This is an optimization exercise on Yosys and OpenROAD, whose aim is small area and few clock cycles, not a production implementation. The RTL was checked by simulation tests, not by an equivalence proof against the original design. Power figures rest on the tool's default switching activity, not on a simulated workload.

Design cache, start of the top module:
module cache (
    input  wire        i_clk,
    input  wire        i_rst,
    input  wire        i_mem_ready,
    output wire [31:0] o_mem_addr,
    output wire        o_mem_ren,
    output wire        o_mem_wen,
    output wire [31:0] o_mem_wdata,
    input  wire [31:0] i_mem_rdata,
    input  wire        i_mem_valid,
    output wire        o_busy,
    input  wire [31:0] i_req_addr,
    input  wire        i_req_ren,
    input  wire        i_req_wen,
    input  wire [ 3:0] i_req_mask,
    input  wire [31:0] i_req_wdata,
    output wire [31:0] o_res_rdata
);
  localparam S = 3;
  localparam DEPTH = 8;
  localparam T = 25;
  reg [31:0] dx0[0:15];
  reg [31:0] dy0[0:15];
  reg [31:0] dx1[0:15];
  reg [31:0] dy1[0:15];
  reg [T-1:0] tx[0:DEPTH-1];
  reg [T-1:0] ty[0:DEPTH-1];
  reg [DEPTH-1:0] valid0;
  reg [DEPTH-1:0] valid1;
  reg [DEPTH-1:0] lru;   
  reg ph;
  wire [T-1:0] req_tag = i_req_addr[31:7];
  wire [S-1:0] req_set = i_req_addr[6:4];
  wire [1:0] req_word = i_req_addr[3:2];
  wire [DEPTH-1:0] set_dec = 8'd1 << req_set;
  wire [15:0] pair_dec = 16'd1 << {req_set, req_word[1]};
  wire rd_y = req_word[0] ^ ph;   
  reg [T-1:0] tagx_r, tagy_r;
  reg [31:0] word0_r, word1_r;
  integer k;
  always @(*) begin
    tagx_r = {T{1'b0}};
    tagy_r = {T{1'b0}};
  ...
For scale: roughly 8500 cells after synthesis, about 2600 flip-flops.
Settings: LEC_CHECK=0, CAP_MARGIN=20, CORE_MARGIN=2, CORE_UTILIZATION=40, CTS_CLUSTER_DIAMETER=90, CTS_CLUSTER_SIZE=30, PLACE_DENSITY=0.6, SETUP_SLACK_MARGIN=0.2, SLEW_MARGIN=20; clock period 10.0 ns.
run.sh (not shown) runs the stock make flow with config.mk's settings and CLKGATE_MAP_FILE= SYNTH_SCRIPT=/design/flow/synth_recipe.tcl, a recipe that flattens the netlist after the stock synthesis.
Testbench counts at the start, summed over its fixed seeds: cycles 55,595.
Rerun with:
==> flow/flow/run.sh (new file) <==
#!/bin/bash
# The standard layout (standard.sh: ORFS synth .. finish), except that the
# input and output ports are buffered with the smallest buffer cell instead of
# the one buffer_ports picks by default. Every port still gets its buffer.
set -euo pipefail
export BUFFER_PORTS_ARGS="-buffer_cell sky130_fd_sc_hd__buf_1"
bash standard.sh > standard.log 2>&1
==> flow/standard.sh (new file) <==
#!/bin/bash
# synth_recipe.tcl (not shown) runs the flow's synth.tcl, then flattens the netlist and writes it again
# the make line also repeats each setting of config.mk as NAME=value (left out here)
make -C /OpenROAD-flow-scripts/flow DESIGN_CONFIG=/design/flow/config.mk WORK_HOME=/design/flow/orfs CLKGATE_MAP_FILE= SYNTH_SCRIPT=/design/flow/synth_recipe.tcl "${@:-finish}"
Settings changed: CAP_MARGIN 20 to 0, SLEW_MARGIN 20 to 0.
removed: flow/run.sh
Now the flow finished with capacitance limit, slew limit left. Non-clock buffer count fell by 26. Worst setup slack improved by 130 ps. Synthesized area does not change. Final area went down by about 1.7%. Power fell by about 0.9%. Wire length barely changes. Worst hold slack improves by 6.4 ps. Die area is unchanged.
Rerun with:
Settings changed: CAP_MARGIN 0 to 20, SLEW_MARGIN 0 to 20.
The new run ran to the end with no violations.
Clock power is about the same.
Total power stays flat.
Cell area is about the same.
Die area is unchanged.
Sequential power hardly moves.
Final cell count hardly moves.
Combinational power rises by about 1%.
Synthesized area does not change.
Routed wire length stays flat.
Rerun with:
==> flow/run.sh (new file) <==
#!/bin/bash
# synth_recipe.tcl (not shown) runs the flow's synth.tcl, then flattens the netlist and writes it again
# the make line also repeats each setting of config.mk as NAME=value (left out here)
make -C /OpenROAD-flow-scripts/flow DESIGN_CONFIG=/design/flow/config.mk WORK_HOME=/design/flow/orfs CLKGATE_MAP_FILE= SYNTH_SCRIPT=/design/flow/synth_recipe.tcl finish
Settings changed: CORE_UTILIZATION 40 to 55, PLACE_DENSITY 0.6 to 0.7.
removed: flow/flow/run.sh
removed: flow/standard.sh
The changed run passed the timing, DRC and antenna checks.
Design area hardly moves.
Hold slack degrades by 13 ps.
Setup slack improves by 97 ps.
Sequential power is about the same.

[what the ideal ports hide]
How much do the figures lean on ideal ports? The routed layouts below were timed once more, with nothing changed but the port constraints.
Step 1: set_driving_cell puts a clkbuf_16 on i_clk and a buf_2 on each other input, an assumption about the parent block.
Step 2 adds t to the input delays and takes it off the output delays; t is the mean of the earliest and latest rising clock arrival at the registers after step 1. Input paths then give back, and output paths get back, about the clock's delay inside the block.
Three values: ideal ports, drivers, drivers and shift; two values: the first two.
run | t, ns | setup WS [ns] | hold slack, ns | pins driven straight from the clock port
the first run | 0.882 | 0.237 / 0.213 / 0.213 | 0.372 / 0.372 / 0.372 | 1
the second run | 0.897 | 0.364 / 0.342 / 0.342 | 0.379 / 0.379 / 0.379 | 1
the third run | 0.893 | 0.246 / 0.225 / 0.225 | 0.391 / 0.391 / 0.391 | 1
the fourth run | 0.844 | 0.343 / 0.316 / 0.316 | 0.379 / 0.379 / 0.379 | 1
For the fourth run, which loses most, drivers alone change the setup slack by -0.027 ns; drivers and shift together by -0.027 ns.
